Context: an optimization exercise on an open-source flow, tuned for small area. The choices shown serve that exercise and are no tape-out recipe.
Where RTL was checked, it was by simulation tests only, not by an equivalence proof against the original.
Function not checked in runs 1 to 3: the RTL went through the layout flow alone.
Power figures rest on the tool's default switching activity, not on a simulated workload.

==> flow/design.v <==
`timescale 1ns / 1ps
module UartLink(
    input  logic         clock,
    input  logic         reset,
    input  logic         RX,
    input  logic         ROUND_DONE,
    input  logic [191:0] dataFromMEM,
    output logic         TX,
    output logic         DONE_WRITING,
    output logic [191:0] dataToA,
    output logic [10:0]  addrA,
    output logic         weA,
    output logic [10:0]  addrtoMEM,
    output logic         memSel,
    output logic         DONE_TRANSMITTING
    );
    localparam logic [1:0] IDLE = 2'd0, START = 2'd1, DATA = 2'd2, STOP = 2'd3;
    logic [191:0] ring;
    logic [7:0]   c;        
    logic [7:0]   idx;      
    logic [9:0]   timer;    
    logic [2:0]   pkt;      
    logic [1:0]   cs;       
    logic         txm;      
    logic         waitm;    
    logic         txq;
    wire tc  = timer[9] & timer[8] & timer[6] & timer[5] & timer[2];
    wire win = (timer[9:8] == 2'b01) && !(timer[7] & timer[6]);
    wire cz  = (c == 8'd0);
    wire m   = !txm && win && cz;
    wire ins = m && (cs == DATA);
    assign weA = m && (cs == STOP) && (idx == 8'd0);
    assign DONE_WRITING = weA && (pkt == 3'd7);
    wire [7:0] txbyte = dataFromMEM[{idx[7:3], 3'b000} +: 8];
    wire       txbit  = txbyte[idx[2:0]];
    assign DONE_TRANSMITTING = txm && (cs == IDLE) && timer[0];
    always_ff @(posedge clock)
        ring <= {ins ? RX : ring[0], ring[191:1]};
    always_ff @(posedge clock)
        if ((cs == IDLE && !txm) || tc) timer <= 10'd0;
        else                            timer <= timer + 10'd1;
    always_ff @(posedge clock or posedge reset) begin
        if (reset) begin
            c     <= 8'd0;
            idx   <= 8'd0;
            pkt   <= 3'd0;
            cs    <= IDLE;
            txm   <= 1'b0;
            waitm <= 1'b0;
            txq   <= 1'b1;
        end else begin
            if (!(cs == DATA && tc)) c <= cz ? 8'd191 : c - 8'd1;
            txq <= !(txm && (cs == START || (cs == DATA && !txbit)));
            case (cs)
                IDLE: begin
                    if (txm) begin
                        if (timer[0]) txm <= 1'b0;
                    end
                    else if (waitm) begin
                        if (ROUND_DONE) begin
                            waitm <= 1'b0;
                            txm   <= 1'b1;
                            cs    <= START;
                        end
                    end else if (!RX)
                        cs <= START;
                end
                START: if (tc) cs <= DATA;
                DATA: if (tc) begin
                    idx <= (idx[7] & (&idx[5:0])) ? 8'd0 : idx + 8'd1;
                    if (idx[2:0] == 3'd7) cs <= STOP;
                end
                STOP: if (tc) begin
                    cs <= IDLE;
                    if (txm) begin
                        if (idx == 8'd0) pkt <= pkt + 3'd1;
                        if (!(idx == 8'd0 && pkt == 3'd7)) cs <= START;
                    end
                end
            endcase
            if (weA) begin
                pkt <= pkt + 3'd1;
                if (pkt == 3'd7) begin
                    waitm <= 1'b1;
                    cs    <= IDLE;
                end
            end
        end
    end
    assign dataToA           = ring;
    assign addrA             = {{8{txm}}, pkt};
    assign addrtoMEM         = {{8{waitm}}, pkt};
    assign memSel            = txm;
    assign TX                = txq;
endmodule
==> flow/flow/run.sh <==
#!/bin/bash
# The standard layout (standard.sh, ORFS) with these changes:
#  - synthesis is the standard flow's (synth_recipe.tcl) except that ABC maps the logic
#    with flow/abc_area.script, an area-oriented script;
#  - buffer_ports makes every port buffer from the smallest buffer cell;
#  - CTS uses small clock buffers, larger sink clusters and no dummy loads.
# Each tool's output is in flow.log and in ORFS's logs under orfs/logs.
set -o pipefail
here=$(pwd)
{
  head -n 1 synth_recipe.tcl
  cat <<EOT
proc abc {args} {
  set i [lsearch -exact \$args -script]
  if {\$i >= 0} { lset args [expr {\$i + 1}] $here/flow/abc_area.script }
  yosys abc {*}\$args
}
EOT
  tail -n +2 synth_recipe.tcl
} > my_synth.tcl
bash standard.sh \
  "SYNTH_SCRIPT=$here/my_synth.tcl" \
  'BUFFER_PORTS_ARGS=-buffer_cell sky130_fd_sc_hd__buf_1' \
  'CTS_ARGS=-sink_clustering_enable -repair_clock_nets -dont_use_dummy_load -buf_list {sky130_fd_sc_hd__clkbuf_2 sky130_fd_sc_hd__clkbuf_4} -sink_clustering_size 10 -sink_clustering_max_diameter 35' \
  finish > flow.log 2>&1
==> flow/flow/abc_area.script <==
strash
dc2
dch -f
&get -n
&nf -p -a
&put
&get -n
&st
&dch -f
&nf -p -a
&put
topo
stime -c
==> flow/standard.sh <==
#!/bin/bash
# synth_recipe.tcl (not shown) runs the flow's synth.tcl, then flattens the netlist and writes it again
# the make line also repeats each setting of config.mk as NAME=value (left out here)
make -C /OpenROAD-flow-scripts/flow DESIGN_CONFIG=/design/flow/config.mk WORK_HOME=/design/flow/orfs CLKGATE_MAP_FILE= SYNTH_SCRIPT=/design/flow/synth_recipe.tcl "${@:-finish}"
==> flow/config.mk <==
export PLATFORM = sky130hd
export DESIGN_NAME = UartLink
export DESIGN_NICKNAME = UartLink
export VERILOG_FILES = /design/flow/design.v
export SDC_FILE = /design/flow/constraint.sdc
export NUM_CORES = 4
export LEC_CHECK = 0
export CAP_MARGIN = 20
export CORE_MARGIN = 2
export CORE_UTILIZATION = 25
export SLEW_MARGIN = 20
==> flow/constraint.sdc <==
create_clock -name core_clock -period 10.0 [get_ports {clock}]
set_input_delay 2.0000 -clock core_clock [delete_from_list [all_inputs] [get_ports {clock}]]
set_output_delay 2.0000 -clock core_clock [all_outputs]
set_load 0.01 [all_outputs]
==> results of run 1 <==
how the worst min path moves through the flow:
stage / endpoint / depth (start not counted)
after global routing: ring[140] / 0
after floorplan: ring[0] / 0
after global placement: ring[66] / 0
final: ring[140] / 0
after detailed placement: ring[130] / 0
after CTS: ring[140] / 0
power by group through the flow:
stage | Combinational (mW) | Clock, mW | Sequential (mW)
6_report | 0.0543 | 0.400 | 0.901
5_1_grt | 0.0588 | 0.459 | 0.901
4_1_cts | 0.0519 | 0.427 | 0.901
3_5_place_dp | 0.0515 | 0 | 0.921
3_3_place_gp | 0.0512 | 0 | 0.921
2_1_floorplan | 0.0165 | 0 | 0.921
cell usage after synthesis (2+ instances only):
library cell / instances / share of area (%)
xor2_1: 3 / 0.38
a221oi_1: 3 / 0.38
o221ai_1: 14 / 1.8
nand3b_1: 2 / 0.22
xnor2_1: 6 / 0.75
a21oi_1: 20 / 1.4
and2_0: 3 / 0.27
or3_1: 11 / 0.99
nor3_1: 25 / 1.8
nor2_1: 42 / 2.3
dfrtp_1: 23 / 8.3
nand3_1: 13 / 0.93
clkinv_1: 8 / 0.43
a211oi_1: 2 / 0.22
nor2b_1: 3 / 0.27
mux4_2: 18 / 5.8
mux2_1: 5 / 0.81
o31ai_1: 7 / 0.75
nand2_1: 14 / 0.75
nand4_1: 2 / 0.18
nand2b_1: 6 / 0.54
o32a_1: 4 / 0.57
ha_1: 7 / 1.3
and3_1: 7 / 0.63
or2_0: 2 / 0.18
mux2i_1: 10 / 1.4
buf_4: 19 / 2.0
dfxtp_1: 202 / 58
o22ai_1: 22 / 2.0
a31oi_1: 4 / 0.36
o21ai_0: 27 / 1.9
and4_1: 2 / 0.25
metrics by stage:
step	utilization (%)	cell area, um^2	setup WS (ns)	power, mW
floorplan	-	6970	5.39	0.938
CTS	33.0	9100	5.12	1.38
detailed placement	32.1	8880	5.75	0.973
global placement	32.1	8880	5.78	0.973
finish	33.1	9140	5.22	1.35
global route	33.1	9140	4.93	1.42
flip-flops by register name, summed over array words and instances (netlist names):
register / flops
c: 8
cs: 2
idx: 8
pkt: 3
ring: 192
timer: 10
txm: 1
txq: 1
waitm: 1
logic make-up (layout without fill, tap and decap cells):
group | count (synthesis) | after routing | share of synthesized area, %
mux | 33 | 33 | 8.06
buf+inv | 27 | 456 | 2.48
fa+ha+maj | 7 | 7 | 1.26
simple gates | 134 | 134 | 9.51
other cells | 0 | 2 | 0
flops | 226 | 226 | 66.6
compound gates | 115 | 115 | 10.9
xor+xnor | 9 | 9 | 1.13
critical path: cells and delay by family, from the launching register on:
family / cells / cell delay, ns
buffers and inverters: 1 / 0.21
DFF: 1 / 0.76
and+or+nand+nor: 5 / 1.26
layout make-up:
cell class / instances / area share (%)
timing repair buffer: 418 / 17.6
inverter: 8 / 0.329
multi-input combinational: 298 / 23.6
sequential: 226 / 50.9
antenna: 2 / 0.0548
clock buffer: 30 / 2.46
tap: 378 / 5.18
per-layer routing:
layer	up-vias	GRT usage, %	wire [um]
met5	-	0	0
met4	0	6.63	897
met3	39	4.44	2270
met2	343	25.3	11200
met1	2769	15.7	8850
li1	2867	-	-
==> summary.md, run 1 <==
| Metric | Value |
|---|---|
| Status | `no timing/DRC/antenna violations` |
| Slew Viols, Final | `0` |
| Total area of sequential cells | `4650 um^2` |
| Clk pwr share | `29.5%` |
| Max_cap viols | `0` |
| RSZ-0062 raised after global routing | `false` |
| Avg Inst Size Synth | `12.7 um^2` |
| Die area | `29200 um^2` |
| Most common cell after layout, fill and taps aside | `buf_1` |
| Worst reg-to-reg setup slack | `6.39 ns` |
| Filler instances | `2894` |
| Highest cell delay on the worst timing path | `0.76 ns` |
| Setup crit start | `idx[3]` |
| Total global-route track usage | `around 14%` |
| Sum Neg Setup Slack | `0 ns` |
| Layout Nets | `1185` |
| Internal power | `1.07 mW` |
| Fmax achieved | `0.209 GHz` |
| CP Max Fanout | `between 40 and 50` |
| Crit-path cells | `or2_0 -> nor2_1 -> nand4_1 -> nor3_1 -> and2_0 -> buf_1` |
| Die Width | `171 um` |
| Port buffer count | `414` |
| Layout cell share with drive strength beyond 1 | `5.51%` |
| First-pass GRT wire length | `roughly 32 mm` |
| Final WL | `between 20 and 25 mm` |
| Ys Warns | `1` |
| Vias | `6018` |
| Flip-flop and latch count after synthesis | `226` |
| Non-Filler Instances | `1360` |
| Clk buf depth | `3` |
| Switch share | `21.3%` |
| H-Tree Depth | `1` |
| Leak | `roughly 3.3 nW` |
| Vias in the first global route | `5759` |
| Inst Count DP | `1327` |
| Cts repair resizes | `0` |
| # Post-CTS Setup Buffers | `0` |
| VDD IR max | `0.126 mV` |
| Slew margin rel. | `30.8%` |
| Initial antenna violation count | `2` |
| WL/cell | `about 17 um` |
| CP max stage cell | `dfrtp_2` |
| Pwr per Cell Area | `148 nW/um^2` |
| Worst Reg2Reg Path Length in Cells | `8` |
| Synth Net Count | `around 750` |
| Main synth FF type | `dfxtp_1` |
| Root Driver | `clkbuf_4` |
| Sequential area share after synthesis | `around two thirds` |
| Post-DR vias/cell | `4.43` |
| Post-layout min period | `4.78 ns` |
| Total gr overflow | `0` |
| Hold Crit Class | `flop to flop` |
| Drt pass-1 iters | `5` |
| Crit path launch type | `flop` |
| Routability Congestion | `0.772` |
| Core Box Area | `27600 um^2` |
| Worst Setup End Kind | `primary output` |
| Reg power frac | `66.5%` |
| Synth Instances | `about 550` |
| # DRC | `0` |
| Largest net degree at the start of global routing | `45` |
| Setup-failing EPs final | `0` |
| Skew final | `0.159 ns` |
| Cts bufs inserted | `30` |
| I/O pin total | `between 400 and 500` |
| DP Wirelength | `approximately 18 mm` |
| Psw | `between 200 and 300 uW` |
| Die height | `171 um` |
| Kind of critical path | `flop to primary output` |
| Area of the multi-input gates | `about 2200 um^2` |
| Initial Utilization | `25.2%` |
| Power share of the combinational group | `approximately 4%` |
| Detailed Route Iter0 Violations | `173` |
| Final Hold Viols | `0` |
| CTS tree | `yes` |
| CP endpoint | `DONE_WRITING` |
| Skew-Pair Late Insertion Delay | `around 0.7 ns` |
| Std-Cell Rows | `61` |
| Fraction of registers with async set/reset | `10.6%` |
| Num Clock Sinks | `226` |
| Worst Min Path Start | `ring[141]` |
| Layout Area Growth over Synthesis | `31.1%` |
| Reg2reg end | `txq` |
| Antenna Nets Post-Route | `0` |
| Clk pin slew, worst setup/hold paths | `0.10 ns` |
| Commonest cells after routing, fill and taps aside | `buf_1 (414), dfxtp_1 (202), nor2_1 (42)` |
| Slew @ Worst Pin | `1.04 ns` |
| Number of flops mapped to enable cells by yosys | `0` |
| Post-Syn Area | `around 7000 um^2` |
| CP required | `8.00 ns` |
| Hold WS | `approximately 0.27 ns` |
| Final period utilization | `47.8%` |
| Crit Reg-Reg Startpoint | `idx[3]` |
| Cts hold-fix bufs | `0` |
| Netlist cell types | `47` |
| Crit path DAT | `roughly 2.8 ns` |
==> run 2: changes to the inputs <==
--- a/flow/flow/run.sh
+++ b/flow/flow/run.sh
@@ -23,3 +23,3 @@
   'BUFFER_PORTS_ARGS=-buffer_cell sky130_fd_sc_hd__buf_1' \
-  'CTS_ARGS=-sink_clustering_enable -repair_clock_nets -dont_use_dummy_load -buf_list {sky130_fd_sc_hd__clkbuf_2 sky130_fd_sc_hd__clkbuf_4} -sink_clustering_size 10 -sink_clustering_max_diameter 35' \
+  'CTS_ARGS=-sink_clustering_enable -repair_clock_nets -dont_use_dummy_load -buf_list {sky130_fd_sc_hd__clkbuf_4} -sink_clustering_size 12 -sink_clustering_max_diameter 40' \
   finish > flow.log 2>&1
==> run 2 against run 1 <==
Compared with the run above: critical endpoint unchanged; clock skew shrank 0.050 ns; flip-flop and latch count is the same; via count grew 0.18%; highest routed layer is now met5; final area is 0.11% lower; utilization hardly changed; die area unchanged; still clean.
==> summary.md, run 2 <==
| Metric | Value |
|---|---|
| Total gr overflow | `0` |
| VDD IR max | `around 0.12 mV` |
| Largest regs | `ring: 192 flops, timer: 10 flops` |
| Crit path DAT | `2.85 ns` |
| I/O pin total | `415` |
| Netlist cell types | `47` |
| Drt pass-1 iters | `4` |
| Worst Setup End Kind | `primary output` |
| Slew margin rel. | `just over 30%` |
| Clk pin slew, worst setup/hold paths | `0.11 ns` |
| Power share of the combinational group | `4.0%` |
| Mux share of post-synthesis cell area | `under 10%` |
| Post-DR vias/cell | `about 4.4` |
| Final period utilization | `48.5%` |
| Cts bufs inserted | `29` |
| Die area | `29200 um^2` |
| Flip-flop and latch count after synthesis | `226` |
| Layout Nets | `1184` |
| Status | `no timing/DRC/antenna violations` |
| Leak | `between 3 and 4 nW` |
| Most common cell in the netlist | `dfxtp_1` |
| Main synth FF type | `dfxtp_1` |
| Ys Warns | `1` |
| Post-synth top area cell | `dfxtp_1` |
| Post-Syn Area | `6970 um^2` |
| Max reg flops | `around 190` |
| Layout Area Growth over Synthesis | `30.9%` |
| Largest net degree at the start of global routing | `45` |
| Final Util | `approximately a third` |
| Vias in the first global route | `roughly 5800` |
| Hold path depth | `0` |
| Reg power frac | `66.8%` |
| # Post-CTS Setup Buffers | `0` |
| Filler instances | `2890` |
| First-pass GRT wire length | `approximately 32 mm` |
| Worst Reg2Reg Path Length in Cells | `8` |
| Detailed Route Iter0 Violations | `around 170` |
| RSZ-0062 raised after global routing | `false` |
| Clk buf depth | `3` |
| Top reg by flops | `ring` |
| Avg Inst Size Synth | `12.7 um^2` |
| Synth Net Count | `~750` |
| Slew @ Worst Pin | `between 1 and 1.5 ns` |
| Root Driver | `clkbuf_4` |
| Setup-failing EPs final | `0` |
| Power Total | `between 1 and 1.5 mW` |
| Internal power | `1.06 mW` |
| CTS tree | `yes` |
| Initial Utilization | `around a quarter` |
| Cts hold-fix bufs | `0` |
| Crit path launch type | `flop` |
| Switch share | `a little over a fifth` |
| Clk pwr share | `29.2%` |
| Compound-cell area share of the yosys netlist | `10.9%` |
| Final WL | `23.2 mm` |
| Fmax achieved | `~0.21 GHz` |
| Slew Viols, Final | `0` |
| Layout cell share with drive strength beyond 1 | `5.41%` |
| Post-Synth XOR/XNOR Area | `1.13%` |
| Sequential area share after synthesis | `66.6%` |
| Die Width | `171 um` |
| Routability Congestion | `approximately 0.77` |
| Synth Instances | `551` |
| Final Hold Viols | `0` |
| Post-Synth Adder-Cell Area | `1.26%` |
| Std-Cell Rows | `61` |
| CP Max Fanout | `42` |
| Num Clock Sinks | `~230` |
| Kind of critical path | `flop to primary output` |
| Worst Min Path Start | `ring[150]` |
| DP Wirelength | `17.8 mm` |
| WL/cell | `around 17 um` |
| Die height | `171 um` |
| Cts repair resizes | `0` |
| Number of flops mapped to enable cells by yosys | `0` |
| Psw | `287 uW` |
| Share of the synthesized area in the top cell type | `58.0%` |
| Skew final | `0.109 ns` |
| Total global-route track usage | `between 10% and 20%` |
| Commonest cells after routing, fill and taps aside | `buf_1 (414), dfxtp_1 (202), nor2_1 (42)` |
| Post-layout min period | `4.85 ns` |
| Port buffer count | `between 400 and 500` |
| Reg2reg end | `txq` |
| Hold WS | `0.280 ns` |
| H-Tree Depth | `1` |
| Synth cell count leaders | `dfxtp_1 (202), nor2_1 (42), o21ai_0 (27), nor3_1 (25), dfrtp_1 (23)` |
| Max_cap viols | `0` |
| Initial antenna violation count | `3` |
| Worst reg-to-reg setup slack | `6.35 ns` |
| # DRC | `0` |
| Skew-Pair Late Insertion Delay | `0.67 ns` |
| Most common cell after layout, fill and taps aside | `buf_1` |
| Sum Neg Setup Slack | `0 ns` |
| Vias | `6029` |
| Main area contributors after synthesis | `dfxtp_1 (58%), dfrtp_1 (8.3%), mux4_2 (5.8%)` |
| Post-synthesis simple-gate area fraction | `9.51%` |
| Hold Path Sink | `ring[149]` |
| Crit Reg-Reg Startpoint | `idx[3]` |
| Fraction of registers with async set/reset | `10.6%` |
| Antenna Nets Post-Route | `0` |
| Hold Crit Class | `flop to flop` |
| Core Box Area | `~28000 um^2` |
| CP required | `~8.0 ns` |
| Pwr per Cell Area | `148 nW/um^2` |
| Largest family of logic cells by synthesized area | `compound AO/OA/AOI/OAI gates` |
## run 2: cell counts after synthesis
No cell type changed its count.
## run 2: power groups by stage
stage	clock [mW]	combinational, mW	sequential (mW)
floorplan	0	0.0165	0.921
CTS	0.424	0.0519	0.901
detailed placement	0	0.0515	0.921
global route	0.459	0.0588	0.902
finish	0.394	0.0543	0.901
global placement	0	0.0512	0.921
## run 2: routing by layer
metal	up-vias	track usage (%)	routed length, um
met5	-	0	16
met4	2	7.18	1030
met3	56	4.42	2340
met2	349	25.4	11200
met1	2760	15.8	8640
li1	2862	-	-
## run 2: area by class of cell
class	instances	area [um^2]	area share [%]
Sequential cell	226	4650	50.9
Timing Repair Buffer	418	1600	17.6
Multi-Input combinational cell	298	2150	23.6
Antenna cell	1	2.50	0.0274
Inverter	8	30.0	0.329
Clock buffer	29	218	2.39
Tap cell	378	473	5.18
## run 2: through the flow
stage	cell area [um^2]	setup slack, ns	instances
finish	9130	5.15	1358
global route	9130	4.87	1358
CTS	9100	5.06	1356
detailed placement	8880	5.75	1327
global placement	8880	5.78	1327
floorplan	6970	5.39	551
## run 2: critical path, stage by stage (launching register included)
cell	delay, ns
dfrtp_2	0.76
or2_0	0.37
nor2_1	0.09
nand4_1	0.21
nor3_1	0.32
and2_0	0.28
buf_1	0.21
## run 2: how the worst max path moves through the flow
stage	start	endpoint	slack, ns
final	idx[3]	DONE_WRITING	5.15
after global routing	idx[3]	DONE_WRITING	4.87
after CTS	idx[3]	DONE_WRITING	5.06
after detailed placement	idx[3]	DONE_WRITING	5.75
after global placement	idx[3]	DONE_WRITING	5.78
after floorplan	idx[3]	DONE_WRITING	5.39
## run 2: cells by family after synthesis
logic type | after synthesis
flip-flops | 226
AND/OR/NAND/NOR | 134
AO/OA/AOI/OAI | 115
multiplexers | 33
buffers and inverters | 27
XOR/XNOR | 9
adder cells (fa/ha/maj) | 7
==> run 3: changes to the inputs <==
--- a/flow/design.v
+++ b/flow/design.v
@@ -33,4 +33,11 @@
     assign DONE_WRITING = weA && (pkt == 3'd7);
-    wire [7:0] txbyte = dataFromMEM[{idx[7:3], 3'b000} +: 8];
-    wire       txbit  = txbyte[idx[2:0]];
+    logic [7:0] bsel; logic [23:0] bbit;
+    always_comb begin
+        bsel = 8'd0; bsel[idx[2:0]] = 1'b1;
+        for (int i = 0; i < 24; i++) begin
+            bbit[i] = 1'b0;
+            for (int j = 0; j < 8; j++) bbit[i] = bbit[i] | (dataFromMEM[8*i+j] & bsel[j]);
+        end
+    end
+    wire txbit = bbit[idx[7:3]];
     assign DONE_TRANSMITTING = txm && (cs == IDLE) && timer[0];
@@ -38,2 +45,4 @@
         ring <= {ins ? RX : ring[0], ring[191:1]};
+    always_ff @(posedge clock)
+        if (!(cs == DATA && tc)) c <= cz ? 8'd191 : c - 8'd1;
     always_ff @(posedge clock)
@@ -43,3 +52,2 @@
         if (reset) begin
-            c     <= 8'd0;
             idx   <= 8'd0;
@@ -51,3 +59,2 @@
         end else begin
-            if (!(cs == DATA && tc)) c <= cz ? 8'd191 : c - 8'd1;
             txq <= !(txm && (cs == START || (cs == DATA && !txbit)));
==> flow/flow/abc_area.script (replaced) <==
strash
&get -n
&deepsyn -T 15
&put
&get -n
&nf -p -a
&put
topo
stime -c
==> run 3 against run 2 <==
Compared with the run above: still clean on timing, DRC and antenna; register-to-register slack better by 0.05 ns; routed wire length down 0.12%; die area down 4.0%; non-clock buffer count up 6; combinational power down 26%; clock skew down 0.041 ns; setup slack worse by 0.64 ns; fmax down 12%; count of clock-buffer cells in the layout down 1; highest routed layer is now met4.
==> summary.md, run 3 <==
| Metric | Value |
|---|---|
| Main area contributors after synthesis | `dfxtp_1 (60%), dfrtp_1 (5.6%), a22oi_1 (5.4%)` |
| Netlist cell types | `42` |
| Sequential area share after synthesis | `70.1%` |
| Layout Nets | `approximately 1200` |
| # Post-CTS Setup Buffers | `0` |
| CTS tree | `yes` |
| Num Clock Sinks | `226` |
| Worst Reg2Reg Path Length in Cells | `10` |
| Detailed Route Iter0 Violations | `344` |
| Max_cap viols | `0` |
| Finished Cell Area | `between 8000 and 9000 um^2` |
| # DRC | `0` |
| Clk pin slew, worst setup/hold paths | `0.12 ns` |
| Final Hold Viols | `0` |
| Core Box Area | `26100 um^2` |
| Synth cell count leaders | `dfxtp_1 (202), a22oi_1 (48), a222oi_1 (26), a21oi_1 (24)` |
| Root Driver | `clkbuf_4` |
| Sum Neg Setup Slack | `0 ns` |
| Largest regs | `ring: 192 flops, timer: 10 flops` |
| Largest net degree at the start of global routing | `29` |
| WL/cell | `approximately 18 um` |
| Internal power | `1.05 mW` |
| Clk buf depth | `3` |
| Stages on the worst setup path | `9` |
| DP Wirelength | `18.0 mm` |
| Cts bufs inserted | `28` |
| CP Max Fanout | `5` |
| Share of the synthesized area in the top cell type | `60.5%` |
| Die area | `between 20000 and 30000 um^2` |
| Psw | `around 280 uW` |
| Slew @ Worst Pin | `around 0.67 ns` |
| Post-DR vias/cell | `4.61` |
| Number of flops mapped to enable cells by yosys | `8` |
| Post-Syn Area | `6690 um^2` |
| Drt pass-1 iters | `8` |
| CP delay by family, top | `simple AND/OR/NAND/NOR gates` |
| Reg power frac | `67.7%` |
| I/O pin total | `415` |
| Leak | `3.18 nW` |
| Ys Warns | `1` |
| Routability Congestion | `0.801` |
| Post-layout min period | `between 5 and 6 ns` |
| Skew-Pair Late Insertion Delay | `0.63 ns` |
| Initial antenna violation count | `1` |
| Flip-flop and latch count after synthesis | `226` |
| RSZ-0062 raised after global routing | `false` |
| Crit-path cells | `clkinv_1 -> ha_1 -> nand2b_1 -> or4_1 -> or3_1 -> a2111oi_0 -> and4_1 -> and2_0 -> buf_1` |
| Cts hold-fix bufs | `0` |
| Clk pwr share | `29.3%` |
| Crit path buf inv count | `2` |
| Kind of critical path | `flop to primary output` |
| Fraction of registers with async set/reset | `7.08%` |
| Initial Utilization | `25.6%` |
| Skew final | `~0.068 ns` |
| Synth Instances | `510` |
| Worst Setup End Kind | `primary output` |
| Power share of the combinational group | `3.0%` |
| Port buffer count | `414` |
| Pwr per Cell Area | `152 nW/um^2` |
| Area post-placement | `roughly 8600 um^2` |
| Filler instances | `2778` |
| Die Width | `168 um` |
| VDD IR max | `0.127 mV` |
| Commonest cells after routing, fill and taps aside | `buf_1 (414), dfxtp_1 (202), a22oi_1 (48)` |
| Most common cell after layout, fill and taps aside | `buf_1` |
| Layout cell share with drive strength beyond 1 | `approximately 4.6%` |
| Antenna Nets Post-Route | `0` |
| Setup crit start | `c[0]` |
| Fmax achieved | `0.182 GHz` |
| H-Tree Depth | `1` |
| CP max stage cell | `a2111oi_0` |
| Hold Crit Class | `flop to flop` |
| Slew margin rel. | `55.1%` |
| Layout Area Growth over Synthesis | `31.8%` |
| Std-Cell Rows | `59` |
| Total gr overflow | `0` |
| Setup-failing EPs final | `0` |
| Antenna Cells | `0` |
| Most common cell in the netlist | `dfxtp_1` |
| CP required | `8.00 ns` |
| Vias in the first global route | `6025` |
| Area of the multi-input gates | `1850 um^2` |
| Die height | `168 um` |
| Top reg by flops | `ring` |
| Main synth FF type | `dfxtp_1` |
| Max reg flops | `192` |
| Final period utilization | `54.9%` |
| Switch share | `21.2%` |
| Slew Viols, Final | `0` |
| Crit path DAT | `around 3.5 ns` |
| Avg Inst Size Synth | `between 10 and 15 um^2` |
| Total area of sequential cells | `approximately 4700 um^2` |
| Crit path launch type | `flop` |
| Synth Net Count | `between 700 and 800` |
| Total global-route track usage | `15.5%` |
| Final WL | `23.2 mm` |
| Reg2reg end | `txq` |
| Worst reg-to-reg setup slack | `~6.4 ns` |
| CP endpoint | `DONE_WRITING` |
| First-pass GRT wire length | `approximately 34 mm` |
| Post-synth top area cell | `dfxtp_1` |
| Crit Reg-Reg Startpoint | `idx[0]` |
| Status | `no timing/DRC/antenna violations` |
| Cts repair resizes | `0` |
| Vias | `between 5000 and 6000` |
| Highest cell delay on the worst timing path | `~0.50 ns` |
## run 3: worst min-delay path by stage
| stage | startpoint | to | slack [ns] | cells after the start |
|---|---|---|---|---|
| 3_5_place_dp | ring[134] | ring[133] | 0.33 | 0 |
| 5_1_grt | ring[57] | ring[56] | 0.28 | 0 |
| 2_1_floorplan | ring[1] | ring[0] | 0.38 | 0 |
| 6_report | ring[57] | ring[56] | 0.29 | 0 |
| 3_3_place_gp | ring[51] | ring[50] | 0.33 | 0 |
| 4_1_cts | ring[57] | ring[56] | 0.29 | 0 |
## run 3: kinds of logic (layout without fill, tap and decap cells)
family	after synthesis	count (layout)	synth area share [%]
adder cells (fa/ha/maj)	10	10	1.87
flip-flops	226	226	70.1
XOR/XNOR	9	9	1.18
multiplexers	5	5	0.823
buffers and inverters	26	459	2.53
AND/OR/NAND/NOR	93	93	7.45
AO/OA/AOI/OAI	141	141	16.1
## run 3: cell type report
cell class,instances,area share [%]
flip-flops and latches,226,53.1
multi-input cells,258,20.9
repair buffers,424,18.5
well taps,335,4.75
clock buffers,28,2.38
inverters,7,0.298
## run 3: power by group through the flow
stage                     Clock [mW]  Combinational [mW]  Sequential [mW]
after floorplan                    0             0.00630            0.926
after global placement             0              0.0391            0.926
after detailed placement           0              0.0394            0.926
after CTS                      0.414              0.0398            0.906
after global routing           0.450              0.0440            0.906
final                          0.392              0.0404            0.906
## run 3: metal layers
layer	track usage, %	part of all wire (%)	routed length [um]	vias to the layer above
met2	29.0	50	11700	370
met5	0	0	0	-
met3	5.15	9.8	2270	52
li1	-	-	-	2780
met4	5.60	3.0	695	0
met1	16.0	37	8510	2688
## run 3: metrics by stage
step / hold slack (ns) / total power, mW / utilization, % / instances / setup slack (ns)
2_1_floorplan: 0.382 / 0.933 / - / 510 / 5.51
3_3_place_gp: 0.333 / 0.965 / 32.9 / 1250 / 5.21
3_5_place_dp: 0.333 / 0.966 / 32.9 / 1250 / 5.15
4_1_cts: 0.285 / 1.36 / 33.7 / 1278 / 4.39
5_1_grt: 0.279 / 1.40 / 33.7 / 1278 / 4.13
6_report: 0.291 / 1.34 / 33.7 / 1278 / 4.51
==> run 4: changes to the inputs <==
--- a/flow/design.v
+++ b/flow/design.v
@@ -26,8 +26,7 @@
     logic         txq;
-    wire tc  = timer[9] & timer[8] & timer[6] & timer[5] & timer[2];
-    wire win = (timer[9:8] == 2'b01) && !(timer[7] & timer[6]);
-    wire cz  = (c == 8'd0);
-    wire m   = !txm && win && cz;
-    wire ins = m && (cs == DATA);
-    assign weA = m && (cs == STOP) && (idx == 8'd0);
+    wire tc   = timer[9] & timer[8] & timer[6] & timer[5] & timer[2];
+    wire cz   = (c == 8'd0);
+    wire wrap = idx[7] & (&idx[5:0]);           
+    wire ins  = !txm && (cs == DATA) && cz && !(timer[9] & timer[8] & timer[6]);
+    assign weA = !txm && (cs == STOP) && cz;
     assign DONE_WRITING = weA && (pkt == 3'd7);
@@ -45,4 +44,5 @@
         ring <= {ins ? RX : ring[0], ring[191:1]};
+    wire cdec = !(cs == DATA && tc);
     always_ff @(posedge clock)
-        if (!(cs == DATA && tc)) c <= cz ? 8'd191 : c - 8'd1;
+        c <= (cz && cdec) ? 8'd191 : c - {7'd0, cdec};
     always_ff @(posedge clock)
@@ -76,10 +76,12 @@
                 DATA: if (tc) begin
-                    idx <= (idx[7] & (&idx[5:0])) ? 8'd0 : idx + 8'd1;
-                    if (idx[2:0] == 3'd7) cs <= STOP;
+                    idx <= wrap ? 8'd0 : idx + 8'd1;
+                    if (idx[2:0] == 3'd7) cs <= (txm || wrap) ? STOP : IDLE;
                 end
-                STOP: if (tc) begin
-                    cs <= IDLE;
-                    if (txm) begin
-                        if (idx == 8'd0) pkt <= pkt + 3'd1;
-                        if (!(idx == 8'd0 && pkt == 3'd7)) cs <= START;
+                STOP: if (!txm) begin
+                    if (cz) cs <= IDLE;
+                end else if (tc) begin
+                    cs <= START;
+                    if (idx == 8'd0) begin
+                        pkt <= pkt + 3'd1;
+                        if (pkt == 3'd7) cs <= IDLE;
                     end
--- a/flow/config.mk
+++ b/flow/config.mk
@@ -7,5 +7,5 @@
 export LEC_CHECK = 0
-export CAP_MARGIN = 20
+export CAP_MARGIN = 0
 export CORE_MARGIN = 2
-export CORE_UTILIZATION = 25
-export SLEW_MARGIN = 20
+export CORE_UTILIZATION = 20
+export SLEW_MARGIN = 0
==> run 4 against run 3 <==
Compared with the run above: global-route usage fell by 2.6 points; clock power increased by 2%; via count up 3.2%; clock skew rose by 0.0081 ns; count of clock-buffer cells in the layout up 1; critical path depth shrank 3; flip-flop and latch count unchanged; utilization is 6.4 points lower; hold slack improved by 0.013 ns; final area rose by 1.4%; routed wire length rose by 2.4%; critical path type unchanged; largest power group unchanged.
==> summary.md, run 4 <==
| Metric | Value |
|---|---|
| Crit-path cells | `nor4_1 -> nand3_1 -> or2_0 -> nor2_1 -> and2_0 -> buf_1` |
| Fmax achieved | `0.235 GHz` |
| Number of flops mapped to enable cells by yosys | `0` |
| CP Max Fanout | `5` |
| Worst Setup End Kind | `primary output` |
| Initial antenna violation count | `1` |
| Routability Congestion | `0.910` |
| Share of the synthesized area in the top cell type | `a little over three fifths` |
| Post-synth top area cell | `dfxtp_1` |
| Non-Filler Instances | `1400` |
| Inst Count DP | `approximately 1400` |
| Final WL | `roughly 24 mm` |
| Root Driver | `clkbuf_4` |
| Detailed Route Iter0 Violations | `330` |
| Layout cell share with drive strength beyond 1 | `4.49%` |
| Main area contributors after synthesis | `dfxtp_1 (63%), dfrtp_1 (5.6%), a22oi_1 (5.5%)` |
| Post-layout min period | `4.26 ns` |
| Die Width | `187 um` |
| Kind of critical path | `flop to primary output` |
| Core Box Area | `32700 um^2` |
| # Post-CTS Setup Buffers | `0` |
| Clk pin slew, worst setup/hold paths | `between 0.1 and 0.15 ns` |
| Die area | `about 35000 um^2` |
| WL/cell | `17.0 um` |
| Cts repair resizes | `0` |
| Slew @ Worst Pin | `0.725 ns` |
| Final Hold Viols | `0` |
| Fraction of registers with async set/reset | `a little over 7%` |
| I/O pin total | `415` |
| CTS tree | `yes` |
| Port buffer count | `414` |
| Slew margin rel. | `51.3%` |
| Total global-route track usage | `12.9%` |
| Sequential area share after synthesis | `69.1%` |
| Cts bufs inserted | `29` |
| Layout Nets | `1165` |
| Num Clock Sinks | `226` |
| Vias | `just over 6000` |
| Die height | `187 um` |
| First-pass GRT wire length | `35.3 mm` |
| Initial Utilization | `20.4%` |
| Skew final | `0.0758 ns` |
| Top reg by flops | `ring` |
| Highest cell delay on the worst timing path | `0.37 ns` |
| Sum Neg Setup Slack | `0 ns` |
| RSZ-0062 raised after global routing | `false` |
| Crit path DAT | `2.26 ns` |
| Synth Instances | `524` |
| Setup-failing EPs final | `0` |
| Worst Reg2Reg Path Length in Cells | `11` |
| Total gr overflow | `0` |
| Most common cell in the netlist | `dfxtp_1` |
| CP required | `about 8 ns` |
| Max_cap viols | `0` |
| Area post-placement | `8720 um^2` |
| Largest net degree at the start of global routing | `25` |
| Hold WS | `0.304 ns` |
| Commonest cells after routing, fill and taps aside | `buf_1 (414), dfxtp_1 (210), a22oi_1 (49)` |
| Filler instances | `3523` |
| Max reg flops | `192` |
| Vias in the first global route | `6333` |
| Synth cell count leaders | `dfxtp_1 (210), a22oi_1 (49), a222oi_1 (24), nand2_1 (22), nand4_1 (22)` |
| Total area of sequential cells | `4610 um^2` |
| Final period utilization | `between 40% and 50%` |
| Largest regs | `ring: 192 flops, timer: 10 flops` |
| Cts hold-fix bufs | `0` |
| Drt pass-1 iters | `5` |
| Leak | `3.16 nW` |
| Flip-flop and latch count after synthesis | `approximately 230` |
| Avg Inst Size Synth | `about 13 um^2` |
| # DRC | `0` |
| Std-Cell Rows | `66` |
| Hold path depth | `0` |
| Netlist cell types | `about 40` |
| Ys Warns | `1` |
| DP Wirelength | `18.5 mm` |
| H-Tree Depth | `1` |
| Hold Crit Class | `flop to flop` |
| Crit path launch type | `flop` |
| Area of the multi-input gates | `about 1900 um^2` |
| Layout Area Growth over Synthesis | `34.1%` |
| Most common cell after layout, fill and taps aside | `buf_1` |
| Post-Syn Area | `6670 um^2` |
| Skew-Pair Late Insertion Delay | `0.65 ns` |
| Slew Viols, Final | `0` |
| VDD IR max | `~0.15 mV` |
| Status | `no timing/DRC/antenna violations` |
| Pwr per Cell Area | `154 nW/um^2` |
| Antenna Nets Post-Route | `0` |
| Post-DR vias/cell | `4.34` |
| Synth Net Count | `730` |
| Clk buf depth | `3` |
| Power Total | `1.38 mW` |
| Main synth FF type | `dfxtp_1` |
| Finished Cell Area | `8940 um^2` |
| CP max stage cell | `dfxtp_1` |
## run 4: changes by cell type after synthesis, moves of 4 or more
cell | previous run | this run
a21oi_1 | 24 | 18
nand3_1 | 5 | 9
a41oi_1 | 11 | 6
nand2b_1 | 4 | 8
nand4_1 | 15 | 22
dfxtp_1 | 202 | 210
xnor2_1 | 3 | 8
edfxtp_1 | 8 | 0
xor2_1 | 6 | 2
## run 4: logic make-up (layout without fill, tap and decap cells)
group | Yosys count | in the layout | synth area share (%)
compound gates | 128 | 128 | 14.6
xor+xnor | 10 | 10 | 1.31
fa+ha+maj | 10 | 10 | 1.88
buf+inv | 26 | 459 | 2.53
flops | 226 | 226 | 69.1
mux | 6 | 6 | 0.995
other cells | 0 | 1 | 0
simple gates | 118 | 118 | 9.59
## run 4: final cells by class
type                       instances  area share (%)
antenna                            1          0.0280
clock buffer                      29            2.43
inverter                           7           0.294
multi-input combinational        272            21.4
sequential                       226            51.5
tap                              442            6.18
timing repair buffer             423            18.1
## run 4: worst max-delay path, delay by kind of cell, from the launching register on
family	cells	cell delay, ns
buffers and inverters	1	0.17
DFF	1	0.37
and+or+nand+nor	5	1.08
## run 4: routing by layer
metal,GRT usage (%),vias up,share of wire (%)
met3,4.70,62,11
met5,0,-,0.076
li1,-,2824,-
met2,24.0,385,50
met4,4.49,2,3.7
met1,13.1,2806,36
## run 4: stage by stage
stage	setup WS (ns)	utilization (%)
2_1_floorplan	6.20	-
3_3_place_gp	6.43	26.7
3_5_place_dp	6.40	26.7
4_1_cts	5.62	27.3
5_1_grt	5.50	27.3
6_report	5.74	27.3
## run 4: final timing paths
path                       startpoint            to  slack (ns)
min in group asynchronous       reset        idx[2]        1.35
hold / removal               ring[84]      ring[83]        0.30
max in group asynchronous       reset           txq        8.25
hold reg to reg              ring[84]      ring[83]        0.30
setup reg to reg               idx[0]           txq        6.91
setup / recovery                 c[3]  DONE_WRITING        5.74
## run 4: report_power, final
group | switching [mW] | leakage, nW | internal, mW
Combinational | 0.0270 | 1.12 | 0.0312
Sequential | 0.0117 | 1.91 | 0.911
Clock | 0.267 | 0.133 | 0.132
Total | 0.306 | 3.16 | 1.07
==> run 5: changes to the inputs <==
--- a/flow/config.mk
+++ b/flow/config.mk
@@ -7,5 +7,6 @@
 export LEC_CHECK = 0
-export CAP_MARGIN = 0
+export CAP_MARGIN = 20
 export CORE_MARGIN = 2
 export CORE_UTILIZATION = 20
-export SLEW_MARGIN = 0
+export PLACE_DENSITY = 0.8
+export SLEW_MARGIN = 20
==> run 5 against run 4 <==
Compared with the run above: still clean; routed wire length rose by 4.2%; count of clock-buffer cells in the layout fell by 1; first-iteration DRC count rose by 20%; register-to-register slack got worse by 0.45 ns; non-clock buffer count fell by 2; utilization fell by 0.069 points; setup slack got worse by 0.0042 ns; combinational power rose by 2%; global-route usage rose by 0.71 points; flip-flop and latch count did not move; sequential share of layout area rose by 0.13 points; synthesized cell count did not move; critical path type unchanged.
==> summary.md, run 5 <==
| Metric | Value |
|---|---|
| Final WL | `between 20 and 25 mm` |
| Avg Inst Size Synth | `12.7 um^2` |
| Final Hold Viols | `0` |
| Total global-route track usage | `13.6%` |
| Main synth FF type | `dfxtp_1` |
| Share of the synthesized area in the top cell type | `63.1%` |
| DP Wirelength | `19.0 mm` |
| Post-synth top area cell | `dfxtp_1` |
| Vias in the first global route | `approximately 6500` |
| Antenna Nets Post-Route | `0` |
| Met3 usage | `approximately 4.4%` |
| Detailed Route Iter0 Violations | `395` |
| Post-DR vias/cell | `4.39` |
| Crit path launch type | `flop` |
| Pwr per Cell Area | `154 nW/um^2` |
| Ys Warns | `1` |
| Leak | `3.15 nW` |
| H-Tree Depth | `1` |
| Netlist cell types | `41` |
| Setup-failing EPs final | `0` |
| Cts hold-fix bufs | `0` |
| Most common cell in the netlist | `dfxtp_1` |
| Area of the multi-input gates | `about 1900 um^2` |
| Die Width | `187 um` |
| Commonest cells after routing, fill and taps aside | `buf_1 (414), dfxtp_1 (210), a22oi_1 (49)` |
| Clk pin slew, worst setup/hold paths | `0.11 ns` |
| Layout cell share with drive strength beyond 1 | `4.19%` |
| Cts repair resizes | `0` |
| Core Box Area | `32700 um^2` |
| CP Max Fanout | `5` |
| Flip-flop and latch count after synthesis | `226` |
| Total area of sequential cells | `4610 um^2` |
| RSZ-0062 raised after global routing | `false` |
| Fraction of registers with async set/reset | `7.08%` |
| Std-Cell Rows | `66` |
| Layout Area Growth over Synthesis | `33.8%` |
| # DRC | `0` |
| Post-Syn Area | `6670 um^2` |
| Initial antenna violation count | `1` |
| Vias | `6134` |
| Slew margin rel. | `28.0%` |
| Number of flops mapped to enable cells by yosys | `0` |
| Total gr overflow | `0` |
| Final Util | `27.3%` |
| Largest regs | `ring: 192 flops, timer: 10 flops` |
| Cts bufs inserted | `28` |
| Crit path DAT | `2.27 ns` |
| Met2 Usage GRT | `26.5%` |
| CP required | `roughly 8.0 ns` |
| Fmax achieved | `approximately 0.23 GHz` |
| Sum Neg Setup Slack | `0 ns` |
| Kind of critical path | `flop to primary output` |
| Root Driver | `clkbuf_4` |
| I/O pin total | `415` |
| Slew Viols, Final | `0` |
| Post-layout min period | `4.27 ns` |
| # Post-CTS Setup Buffers | `0` |
| Final period utilization | `a little over two fifths` |
| Worst Setup End Kind | `primary output` |
| Drt pass-1 iters | `5` |
| Synth Instances | `524` |
| Die height | `approximately 190 um` |
| Port buffer count | `414` |
| Slew @ Worst Pin | `1.08 ns` |
| Initial Utilization | `20.4%` |
| Status | `no timing/DRC/antenna violations` |
| Synth cell count leaders | `dfxtp_1 (210), a22oi_1 (49), a222oi_1 (24), nand2_1 (22), nand4_1 (22)` |
| Largest net degree at the start of global routing | `29` |
| Main area contributors after synthesis | `dfxtp_1 (63%), dfrtp_1 (5.6%), a22oi_1 (5.5%)` |
| Synth Net Count | `730` |
| Clk buf depth | `3` |
| First-pass GRT wire length | `approximately 36 mm` |
| CTS tree | `yes` |
| WL/cell | `17.7 um` |
| Top reg by flops | `ring` |
| Skew final | `roughly 0.098 ns` |
| Die area | `34800 um^2` |
| M1 GR Usage | `12.7%` |
| Max_cap viols | `0` |
| Layout Nets | `1162` |
| Sequential area share after synthesis | `69.1%` |
| Routability Congestion | `0.901` |
| Filler instances | `3431` |
| GR peak layer | `met2` |
| VDD IR max | `0.162 mV` |
| Skew-Pair Late Insertion Delay | `0.72 ns` |
| Hold Crit Class | `flop to flop` |
| Most common cell after layout, fill and taps aside | `buf_1` |
| Num Clock Sinks | `226` |
| Max reg flops | `192` |
## run 5: worst max-delay path: stages (launching register included)
cell	delay, ns
dfxtp_1	0.36
nor4_1	0.27
nand3_1	0.11
or2_0	0.26
nor2_1	0.20
and2_0	0.21
buf_1	0.17
## run 5: stage by stage
stage | instance area, um^2 | cells | total power, mW | hold WS, ns | setup slack, ns
2_1_floorplan | 6670 | 524 | 0.962 | 0.382 | 6.20
3_3_place_gp | 8710 | 1368 | 0.997 | 0.333 | 6.44
3_5_place_dp | 8710 | 1368 | 1.00 | 0.335 | 6.46
4_1_cts | 8920 | 1396 | 1.40 | 0.293 | 5.64
5_1_grt | 8920 | 1397 | 1.44 | 0.287 | 5.43
6_report | 8920 | 1397 | 1.38 | 0.290 | 5.73
## run 5: cell families after synthesis
| family | Yosys count | share of synthesized area [%] |
|---|---|---|
| AOI/OAI and AO/OA | 128 | 14.6 |
| and+or+nand+nor | 118 | 9.59 |
| DFF | 226 | 69.1 |
| muxes | 6 | 0.995 |
| xor gates and xnor gates | 10 | 1.31 |
| adders and majority gates | 10 | 1.88 |
| buffers and inverters | 26 | 2.53 |
## run 5: layout make-up
| type | instances | share of cell area, % |
|---|---|---|
| Antenna cell | 1 | 0.0281 |
| Clock buffer | 28 | 2.36 |
| Inverter | 7 | 0.295 |
| Multi-Input combinational cell | 272 | 21.5 |
| Sequential cell | 226 | 51.6 |
| Tap cell | 442 | 6.20 |
| Timing Repair Buffer | 421 | 18.0 |
## run 5: routing by layer
layer / part of all wire [%] / vias to the layer above
met5: 0 / -
met4: 3.6 / 0
met3: 10 / 59
met2: 52 / 415
met1: 34 / 2843
li1: - / 2817
## run 5: final timing paths
path / end / startpoint / cells after the start / slack [ns]
hold / removal: ring[158] / ring[159] / 0 / 0.29
hold reg to reg: ring[158] / ring[159] / 0 / 0.29
min in group asynchronous: txm / reset / 2 / 1.28
setup reg to reg: txq / idx[0] / 10 / 6.46
max in group asynchronous: txq / reset / 2 / 8.26
setup / recovery: DONE_WRITING / c[3] / 6 / 5.73
## run 5: where the power goes
part,leakage (nW),switching (mW),internal [mW]
clock,0.129,0.267,0.128
combinational,1.11,0.0280,0.0315
sequential,1.91,0.0108,0.910
total,3.15,0.306,1.07
==> run 6: changes to the inputs <==
--- a/flow/config.mk
+++ b/flow/config.mk
@@ -10,3 +10,2 @@
 export CORE_UTILIZATION = 20
-export PLACE_DENSITY = 0.8
 export SLEW_MARGIN = 20
==> run 6 against run 5 <==
Compared with the run above: critical path type unchanged; sequential power about the same; total power increased by 0.29%; critical endpoint unchanged; register-to-register slack improved by 0.45 ns; non-clock buffer count increased by 2; still clean; fmax about the same; largest power group unchanged.
==> summary.md, run 6 <==
| Metric | Value |
|---|---|
| Vias in the first global route | `approximately 6300` |
| Flip-flop and latch count after synthesis | `roughly 230` |
| Std-Cell Rows | `66` |
| Met1 wire length | `~8.5 mm` |
| WL/cell | `approximately 17 um` |
| Wire length on met3 | `about 2.6 mm` |
| Setup WS post-layout | `approximately 5.7 ns` |
| Layout Area Growth over Synthesis | `34.1%` |
| Most common cell in the netlist | `dfxtp_1` |
| Hold WS | `0.304 ns` |
| Die height | `187 um` |
| # Post-CTS Setup Buffers | `0` |
| Drt pass-1 iters | `5` |
| Highest cell delay on the worst timing path | `0.37 ns` |
| Final Hold Viols | `0` |
| CP delay by family, top | `simple AND/OR/NAND/NOR gates` |
| Fraction of registers with async set/reset | `7.08%` |
| Post-layout min period | `4.26 ns` |
| Commonest cells after routing, fill and taps aside | `buf_1 (414), dfxtp_1 (210), a22oi_1 (49)` |
| Pwr per Cell Area | `154 nW/um^2` |
| Cts hold-fix bufs | `0` |
| Skew-Pair Late Insertion Delay | `0.65 ns` |
| Non-Filler Instances | `1400` |
| Hold Crit Class | `flop to flop` |
| Sum Neg Setup Slack | `0 ns` |
| Netlist cell types | `41` |
| Crit path launch type | `flop` |
| Inst Count DP | `1370` |
| Initial antenna violation count | `1` |
| Total global-route track usage | `12.9%` |
| VDD IR max | `0.154 mV` |
| Slew @ Worst Pin | `0.725 ns` |
| Worst Setup End Kind | `primary output` |
| Die area | `34800 um^2` |
| Clk pin slew, worst setup/hold paths | `0.11 ns` |
| Skew final | `0.0758 ns` |
| Crit path DAT | `2.26 ns` |
| Layout Nets | `1165` |
| I/O pin total | `about 420` |
| Synth cell count leaders | `dfxtp_1 (210), a22oi_1 (49), a222oi_1 (24), nand2_1 (22), nand4_1 (22)` |
| DP Wirelength | `18.5 mm` |
| Crit path buf inv count | `1` |
| Sequential area share after synthesis | `69.1%` |
| Status | `no timing/DRC/antenna violations` |
| Largest regs | `ring: 192 flops, timer: 10 flops` |
| Share of the synthesized area in the top cell type | `63.1%` |
| Max reg flops | `approximately 190` |
| Routability Congestion | `0.910` |
| Number of flops mapped to enable cells by yosys | `0` |
| Most common cell after layout, fill and taps aside | `buf_1` |
| Synth Net Count | `730` |
| Slew margin rel. | `51.3%` |
| First-pass GRT wire length | `roughly 35 mm` |
| Total gr overflow | `0` |
| CTS tree | `yes` |
| CP max stage cell | `dfxtp_1` |
| Max_cap viols | `0` |
| Port buffer count | `414` |
| Avg Inst Size Synth | `12.7 um^2` |
| Largest net degree at the start of global routing | `25` |
| CP Max Fanout | `5` |
| # DRC | `0` |
| Die Width | `187 um` |
| Post-DR vias/cell | `roughly 4.3` |
| Cts bufs inserted | `29` |
| Core Box Area | `32700 um^2` |
| CP required | `8.00 ns` |
| Cts repair resizes | `0` |
| Final WL | `23.7 mm` |
| Layout cell share with drive strength beyond 1 | `4.49%` |
| Crit-path cells | `nor4_1 -> nand3_1 -> or2_0 -> nor2_1 -> and2_0 -> buf_1` |
| Slew Viols, Final | `0` |
| Post-synth top area cell | `dfxtp_1` |
| Post-Syn Area | `6670 um^2` |
| Antenna Nets Post-Route | `0` |
| Setup-failing EPs final | `0` |
| H-Tree Depth | `1` |
| RSZ-0062 raised after global routing | `false` |
| Final period utilization | `a little over two fifths` |
| Kind of critical path | `flop to primary output` |
| Leak | `roughly 3.2 nW` |
| Top reg by flops | `ring` |
| Uppermost layer routed | `met5` |
| Root Driver | `clkbuf_4` |
| Synth Instances | `524` |
| Ys Warns | `1` |
| Worst slack, placed | `approximately 6.4 ns` |
| Vias | `6079` |
| Initial Utilization | `a little over 20%` |
| Num Clock Sinks | `226` |
| Routed met2 length | `11.8 mm` |
| Detailed Route Iter0 Violations | `330` |
| Main area contributors after synthesis | `dfxtp_1 (63%), dfrtp_1 (5.6%), a22oi_1 (5.5%)` |
| Clk buf depth | `3` |
| Main synth FF type | `dfxtp_1` |
| Fmax achieved | `0.235 GHz` |
## run 6: cell counts after synthesis
No cell type changed its count.
## run 6: cells by family after synthesis
kind of cell	after synthesis	share of synthesized area (%)
AOI/OAI and AO/OA	128	14.6
xor gates and xnor gates	10	1.31
adders and majority gates	10	1.88
buffers and inverters	26	2.53
DFF	226	69.1
muxes	6	0.995
and+or+nand+nor	118	9.59
## run 6: worst reg2reg max path: cells and delay by family (launching register included)
family                   cells  cell delay, ns
AO/OA/AOI/OAI                4            1.04
flip-flops                   1            0.51
AND/OR/NAND/NOR              3            0.45
buffers and inverters        2            0.40
XOR/XNOR                     1            0.33
adder cells (fa/ha/maj)      1            0.27
## run 6: final timing paths
kind	startpoint	to	slack, ns	cells past startpoint
setup / recovery	c[3]	DONE_WRITING	5.74	6
hold / removal	ring[84]	ring[83]	0.30	0
setup reg to reg	idx[0]	txq	6.91	11
hold reg to reg	ring[84]	ring[83]	0.30	0
max in group asynchronous	reset	txq	8.25	2
min in group asynchronous	reset	idx[2]	1.35	2
## run 6: stage by stage
step           total power, mW  utilization (%)  instance area, um^2
2_1_floorplan            0.962                -                 6670
3_5_place_dp              1.00             26.7                 8720
3_3_place_gp             0.998             26.7                 8720
6_report                  1.38             27.3                 8940
4_1_cts                   1.40             27.3                 8940
5_1_grt                   1.45             27.3                 8940
## run 6: layer usage
layer  vias up  track usage (%)
met5         -                0
met1      2806             13.1
li1       2824                -
met2       385             24.0
met3        62             4.70
met4         2             4.49
## run 6: report_power, final
part / internal (mW) / leakage (nW) / switching (mW)
sequential: 0.911 / 1.91 / 0.0117
clock: 0.132 / 0.133 / 0.267
combinational: 0.0312 / 1.12 / 0.0270
## run 6: layout make-up
class | instances | area [um^2]
flip-flops and latches | 226 | 4610
clock buffers | 29 | 218
fillers | 3523 | 23800
multi-input cells | 272 | 1920
diodes | 1 | 2.50
inverters | 7 | 26.3
repair buffers | 423 | 1620
well taps | 442 | 553
==> run 7: changes to the inputs <==
--- a/flow/design.v
+++ b/flow/design.v
@@ -26,6 +26,8 @@
     logic         txq;
-    wire tc   = timer[9] & timer[8] & timer[6] & timer[5] & timer[2];
+    localparam logic [9:0] TSTART = 10'd5;
+    wire tc   = (timer[4:0] == 5'd0) && (timer[7:6] == 2'd0) &&
+                (txm ? !timer[8] : !timer[5]);
     wire cz   = (c == 8'd0);
     wire wrap = idx[7] & (&idx[5:0]);           
-    wire ins  = !txm && (cs == DATA) && cz && !(timer[9] & timer[8] & timer[6]);
+    wire ins  = !txm && (cs == DATA) && cz && !tc;
     assign weA = !txm && (cs == STOP) && cz;
@@ -41,3 +43,3 @@
     wire txbit = bbit[idx[7:3]];
-    assign DONE_TRANSMITTING = txm && (cs == IDLE) && timer[0];
+    assign DONE_TRANSMITTING = txm && (cs == IDLE) && timer[1];
     always_ff @(posedge clock)
@@ -48,4 +50,4 @@
     always_ff @(posedge clock)
-        if ((cs == IDLE && !txm) || tc) timer <= 10'd0;
-        else                            timer <= timer + 10'd1;
+        if ((cs == IDLE && !txm) || tc) timer <= TSTART;
+        else                            timer <= {timer[8:0], timer[9] ^ timer[6]};
     always_ff @(posedge clock or posedge reset) begin
@@ -63,3 +65,3 @@
                     if (txm) begin
-                        if (timer[0]) txm <= 1'b0;
+                        if (timer[1]) txm <= 1'b0;
                     end
==> run 7 against run 6 <==
Compared with the run above: still clean; clock power is essentially flat; count of clock-buffer cells in the layout down 1; total power grew 35%; critical path depth down 1; combinational power grew to 8.2 times the previous value; area after synthesis is 1.1% lower; non-clock buffer count stayed put; final cell count decreased by 1.2%; via count is 1.8% lower; final area is 0.94% lower; register-to-register slack got worse by 0.34 ns; largest cell class unchanged; highest routed layer is now met4.
==> summary.md, run 7 <==
| Metric | Value |
|---|---|
| Status | `no timing/DRC/antenna violations` |
| Largest regs | `ring: 192 flops, timer: 10 flops` |
| Initial Utilization | `approximately 20%` |
| Crit path DAT | `between 2 and 2.5 ns` |
| Synth cell count leaders | `dfxtp_1 (210), a22oi_1 (36), a222oi_1 (24), nand4_1 (24), nand2_1 (23)` |
| Root Driver | `clkbuf_4` |
| Compound-cell area share of the yosys netlist | `14.1%` |
| Post-layout min period | `4.15 ns` |
| Fmax achieved | `between 0.2 and 0.25 GHz` |
| Worst Setup End Kind | `primary output` |
| Highest cell delay on the worst timing path | `0.36 ns` |
| Non-Filler Instances | `1383` |
| Netlist cell types | `43` |
| Psw | `roughly 580 uW` |
| Cts repair resizes | `0` |
| Die Width | `186 um` |
| Finished Cell Area | `8860 um^2` |
| Avg Inst Size Synth | `13.0 um^2` |
| Wire length on met3 | `2.49 mm` |
| Routed met2 length | `11.0 mm` |
| Final period utilization | `41.5%` |
| Layout Area Growth over Synthesis | `34.3%` |
| Fraction of registers with async set/reset | `7.08%` |
| Initial antenna violation count | `0` |
| Main area contributors after synthesis | `dfxtp_1 (64%), dfrtp_1 (5.7%), a22oi_1 (4.1%)` |
| Slew Viols, Final | `0` |
| Cts hold-fix bufs | `0` |
| Post-DR vias/cell | `about 4.3` |
| Detailed Route Iter0 Violations | `270` |
| Std-Cell Rows | `66` |
| Layout cell share with drive strength beyond 1 | `roughly 4.7%` |
| Slew margin rel. | `between 50% and 60%` |
| Max reg flops | `192` |
| Skew final | `0.0746 ns` |
| Final Hold Viols | `0` |
| Max_cap viols | `0` |
| Synth Net Count | `715` |
| Layout Nets | `~1100` |
| Antenna Cells | `0` |
| DP Wirelength | `17.4 mm` |
| Total global-route track usage | `11.9%` |
| Inst Count DP | `between 1000 and 1500` |
| Core Box Area | `between 30000 and 40000 um^2` |
| Filler instances | `3503` |
| Final Util | `27.2%` |
| Die area | `34500 um^2` |
| CP required | `8.00 ns` |
| Antenna Nets Post-Route | `0` |
| Most common cell in the netlist | `dfxtp_1` |
| Number of flops mapped to enable cells by yosys | `0` |
| CTS tree | `yes` |
| Kind of critical path | `flop to primary output` |
| VDD IR max | `0.120 mV` |
| RSZ-0062 raised after global routing | `false` |
| # DRC | `0` |
| Drt pass-1 iters | `6` |
| Met1 wire length | `between 8 and 9 mm` |
| I/O pin total | `415` |
| Largest net degree at the start of global routing | `25` |
| Total gr overflow | `0` |
| Vias in the first global route | `5781` |
| Commonest cells after routing, fill and taps aside | `buf_1 (414), dfxtp_1 (210), a22oi_1 (36)` |
| Hold Crit Class | `flop to flop` |
| Routability Congestion | `0.771` |
| Port buffer count | `414` |
| Die height | `186 um` |
| Post-synth top area cell | `dfxtp_1` |
| Final WL | `22.5 mm` |
| WL/cell | `between 15 and 20 um` |
| Post-Synth XOR/XNOR Area | `1.19%` |
| Share of the synthesized area in the top cell type | `63.7%` |
| H-Tree Depth | `1` |
| Post-Synth Adder-Cell Area | `1.90%` |
| Leak | `approximately 3.2 nW` |
| Skew-Pair Late Insertion Delay | `0.70 ns` |
| Sum Neg Setup Slack | `0 ns` |
| Internal power | `1.28 mW` |
| First-pass GRT wire length | `31.2 mm` |
| Clk pin slew, worst setup/hold paths | `roughly 0.12 ns` |
| Reg power frac | `53.1%` |
| Ys Warns | `1` |
| Post-Syn Area | `6600 um^2` |
| Setup-failing EPs final | `0` |
| Slew @ Worst Pin | `0.646 ns` |
| Num Clock Sinks | `226` |
| Flip-flop and latch count after synthesis | `226` |
| Area post-placement | `8650 um^2` |
| # Post-CTS Setup Buffers | `0` |
| Vias | `5968` |
| Clk buf depth | `3` |
| Post-synthesis simple-gate area fraction | `about 9%` |
| Largest family of logic cells by synthesized area | `compound AO/OA/AOI/OAI gates` |
| Most common cell after layout, fill and taps aside | `buf_1` |
| Crit-path cells | `nor4_1 -> nand2_1 -> nor3_1 -> and2_0 -> buf_1` |
| CP Max Fanout | `4` |
| Top reg by flops | `ring` |
| Switch share | `31.2%` |
| Synth Instances | `around 510` |
| Sequential area share after synthesis | `69.8%` |
| Mux share of post-synthesis cell area | `under 10%` |
| Pwr per Cell Area | `210 nW/um^2` |
| Main synth FF type | `dfxtp_1` |
| CP max stage cell | `nor4_1` |
| Uppermost layer routed | `met4` |
| Crit path launch type | `flop` |
| Cts bufs inserted | `28` |
| Power share of the combinational group | `25.7%` |
| Clk pwr share | `21.2%` |
run 7: routing by layer:
| layer | track usage, % | up-vias |
|---|---|---|
| met5 | 0 | - |
| met4 | 5.32 | 0 |
| met3 | 4.15 | 58 |
| met2 | 22.2 | 388 |
| met1 | 11.8 | 2758 |
| li1 | - | 2764 |
run 7: cell families (layout without fill, tap and decap cells):
| group | count (synthesis) | in the layout |
|---|---|---|
| compound gates | 121 | 121 |
| xor+xnor | 9 | 9 |
| fa+ha+maj | 10 | 10 |
| buf+inv | 25 | 457 |
| flops | 226 | 226 |
| mux | 6 | 6 |
| simple gates | 112 | 112 |
run 7: area by class of cell:
class                   instances  area [um^2]  area share, %
well taps                     442          553           6.24
inverters                       6         22.5          0.254
repair buffers                423         1620           18.3
flip-flops and latches        226         4610           52.0
multi-input cells             258         1850           20.8
clock buffers                  28          210           2.37
run 7: power by group through the flow:
stage / sequential (mW) / combinational (mW) / clock [mW]
3_5_place_dp: 1.01 / 0.478 / 0
4_1_cts: 0.989 / 0.481 / 0.419
6_report: 0.988 / 0.479 / 0.396
5_1_grt: 0.997 / 0.528 / 0.456
2_1_floorplan: 0.997 / 0.318 / 0
3_3_place_gp: 1.01 / 0.468 / 0
run 7: final timing paths:
| path | to | from | cells after the start | slack, ns |
|---|---|---|---|---|
| max | DONE_WRITING | c[2] | 5 | 5.85 |
| min | ring[180] | ring[181] | 0 | 0.28 |
| max reg2reg | txq | idx[0] | 12 | 6.57 |
| min reg2reg | ring[180] | ring[181] | 0 | 0.28 |
| max in group asynchronous | txq | reset | 2 | 8.29 |
| min in group asynchronous | cs[1] | reset | 2 | 1.35 |
run 7: through the flow:
step           hold slack [ns]  setup slack, ns  power [mW]
2_1_floorplan            0.382             5.63        1.31
3_3_place_gp             0.333             6.31        1.48
3_5_place_dp             0.334             6.29        1.49
4_1_cts                  0.293             5.70        1.89
5_1_grt                  0.293             5.46        1.98
6_report                 0.283             5.85        1.86
run 7: worst max-delay path: cells and delay by family, from the launching register on:
kind          cells  cell delay (ns)
simple gates      4             0.97
flops             1             0.33
buf+inv           1             0.17
==> run 8: changes to the inputs <==
--- a/flow/config.mk
+++ b/flow/config.mk
@@ -10,2 +10,3 @@
 export CORE_UTILIZATION = 20
+export PLACE_DENSITY = 0.7
 export SLEW_MARGIN = 20
==> run 8 against run 7 <==
Compared with the run above: setup slack better by 0.028 ns; clock power is 3% lower; area after synthesis stayed put; via count is 0.57% higher; utilization hardly changed; register-to-register slack worse by 0.12 ns; combinational power is 2% higher; hold slack worse by 0.013 ns; critical path depth stayed put; total power is 0.26% lower; largest power group unchanged.
==> summary.md, run 8 <==
| Metric | Value |
|---|---|
| Kind of critical path | `flop to primary output` |
| Most common cell after layout, fill and taps aside | `buf_1` |
| Worst Setup End Kind | `primary output` |
| Sequential area share after synthesis | `69.8%` |
| Non-Filler Instances | `1384` |
| CTS tree | `yes` |
| Layout Area Growth over Synthesis | `34.3%` |
| Slew Viols, Final | `0` |
| Post-DR vias/cell | `4.34` |
| Reg2reg end | `txq` |
| Main area contributors after synthesis | `dfxtp_1 (64%), dfrtp_1 (5.7%), a22oi_1 (4.1%)` |
| Top reg by flops | `ring` |
| Worst Reg2Reg Path Length in Cells | `12` |
| Setup WS post-layout | `5.88 ns` |
| Std-Cell Rows | `66` |
| Die area | `34500 um^2` |
| Initial antenna violation count | `1` |
| Cts repair resizes | `0` |
| Drt pass-1 iters | `6` |
| Post-Syn Area | `6600 um^2` |
| Main synth FF type | `dfxtp_1` |
| Post-synth top area cell | `dfxtp_1` |
| Area post-placement | `a little under 9000 um^2` |
| Inst Count DP | `1355` |
| Skew final | `0.0933 ns` |
| Share of the synthesized area in the top cell type | `63.7%` |
| Fmax achieved | `0.243 GHz` |
| Post-layout min period | `approximately 4 ns` |
| Worst slack, placed | `between 6 and 7 ns` |
| Hold Crit Class | `flop to flop` |
| CP Max Fanout | `4` |
| Setup crit start | `c[2]` |
| Skew-Pair Late Insertion Delay | `0.68 ns` |
| Largest net degree at the start of global routing | `25` |
| Crit Reg-Reg Startpoint | `idx[0]` |
| CP endpoint | `DONE_WRITING` |
| Power Total | `1.86 mW` |
| Pwr per Cell Area | `roughly 210 nW/um^2` |
| Layout Nets | `1148` |
| Fraction of registers with async set/reset | `7.08%` |
| Die Width | `186 um` |
| Worst reg-to-reg setup slack | `~6.5 ns` |
| Synth cell count leaders | `dfxtp_1 (210), a22oi_1 (36), a222oi_1 (24), nand4_1 (24), nand2_1 (23)` |
| Final Util | `27.2%` |
| Status | `no timing/DRC/antenna violations` |
| Finished Cell Area | `8860 um^2` |
| Total global-route track usage | `11.5%` |
| Cts hold-fix bufs | `0` |
| Vias in the first global route | `between 5000 and 6000` |
| # DRC | `0` |
| Max_cap viols | `0` |
| Commonest cells after routing, fill and taps aside | `buf_1 (414), dfxtp_1 (210), a22oi_1 (36)` |
| Synth Instances | `between 500 and 600` |
| Netlist cell types | `43` |
| Clk pin slew, worst setup/hold paths | `around 0.11 ns` |
| Crit path launch type | `flop` |
| WL/cell | `roughly 16 um` |
| RSZ-0062 raised after global routing | `false` |
| Highest cell delay on the worst timing path | `0.38 ns` |
| Setup-failing EPs final | `0` |
| Root Driver | `clkbuf_4` |
| Slew margin rel. | `between 50 and 60%` |
| Core Box Area | `roughly 33000 um^2` |
| Most common cell in the netlist | `dfxtp_1` |
| Cts bufs inserted | `27` |
| DP Wirelength | `around 17 mm` |
| VDD IR max | `0.126 mV` |
| Clk buf depth | `3` |
| Avg Inst Size Synth | `13.0 um^2` |
| Synth Net Count | `715` |
| Max reg flops | `around 190` |
| Sum Neg Setup Slack | `0 ns` |
| Num Clock Sinks | `approximately 230` |
| CP max stage cell | `nor4_1` |
| Crit-path cells | `nor4_1 -> nand2_1 -> nor3_1 -> and2_0 -> buf_1` |
| Slew @ Worst Pin | `0.681 ns` |
| Number of flops mapped to enable cells by yosys | `0` |
| Ys Warns | `1` |
| Antenna Nets Post-Route | `0` |
| Final WL | `between 20 and 25 mm` |
| Leak | `3.15 nW` |
| Final period utilization | `between 40% and 50%` |
| Vias | `around 6000` |
| Layout cell share with drive strength beyond 1 | `4.57%` |
| Filler instances | `3453` |
| Detailed Route Iter0 Violations | `362` |
| Routability Congestion | `0.805` |
| Crit path DAT | `~2.1 ns` |
| I/O pin total | `~420` |
| Hold WS | `0.269 ns` |
| H-Tree Depth | `1` |
| Port buffer count | `414` |
| Die height | `186 um` |
| Total gr overflow | `0` |
| Final Hold Viols | `0` |
| First-pass GRT wire length | `30.6 mm` |
| CP required | `8.00 ns` |
| Initial Utilization | `between 20% and 30%` |
| # Post-CTS Setup Buffers | `0` |
| Flip-flop and latch count after synthesis | `about 230` |
| Largest regs | `ring: 192 flops, timer: 10 flops` |
-- run 8: logic make-up (layout without fill, tap and decap cells) --
group	count (synthesis)	in the layout	share of synthesized area, %
other	0	2	0
adder cells (fa/ha/maj)	10	10	1.90
multiplexers	6	6	1.18
flip-flops	226	226	69.8
AND/OR/NAND/NOR	112	112	9.28
AO/OA/AOI/OAI	121	121	14.1
XOR/XNOR	9	9	1.20
buffers and inverters	25	456	2.50
-- run 8: layout make-up --
class	count	area [um^2]	area share, %
Antenna cell	2	5.00	0.0565
Clock buffer	27	203	2.29
Inverter	6	22.5	0.254
Multi-Input combinational cell	258	1850	20.8
Sequential cell	226	4610	52.0
Tap cell	442	553	6.24
Timing Repair Buffer	423	1620	18.3
-- run 8: worst max-delay path: cells and delay by family, from the launching register on --
family                 cells  cell delay [ns]
buffers and inverters      1             0.16
flip-flops                 1             0.34
AND/OR/NAND/NOR            4             0.97
-- run 8: per-layer routing --
metal  global-route usage [%]  wire length [um]
met2                     22.3             10800
met3                     3.54              2440
met5                        0                 0
met1                     11.6              8420
met4                     3.97               651
-- run 8: power by group --
part	switching [mW]	internal, mW
Combinational	0.279	0.208
Sequential	0.0430	0.945
Clock	0.259	0.123
Total	0.581	1.28
-- run 8: worst min path at each step --
stage,slack [ns],depth (start not counted),startpoint,endpoint
2_1_floorplan,0.38,0,ring[1],ring[0]
3_3_place_gp,0.33,0,ring[99],ring[98]
3_5_place_dp,0.34,0,ring[154],ring[153]
4_1_cts,0.27,0,ring[139],ring[138]
5_1_grt,0.28,0,ring[139],ring[138]
6_report,0.27,0,ring[139],ring[138]
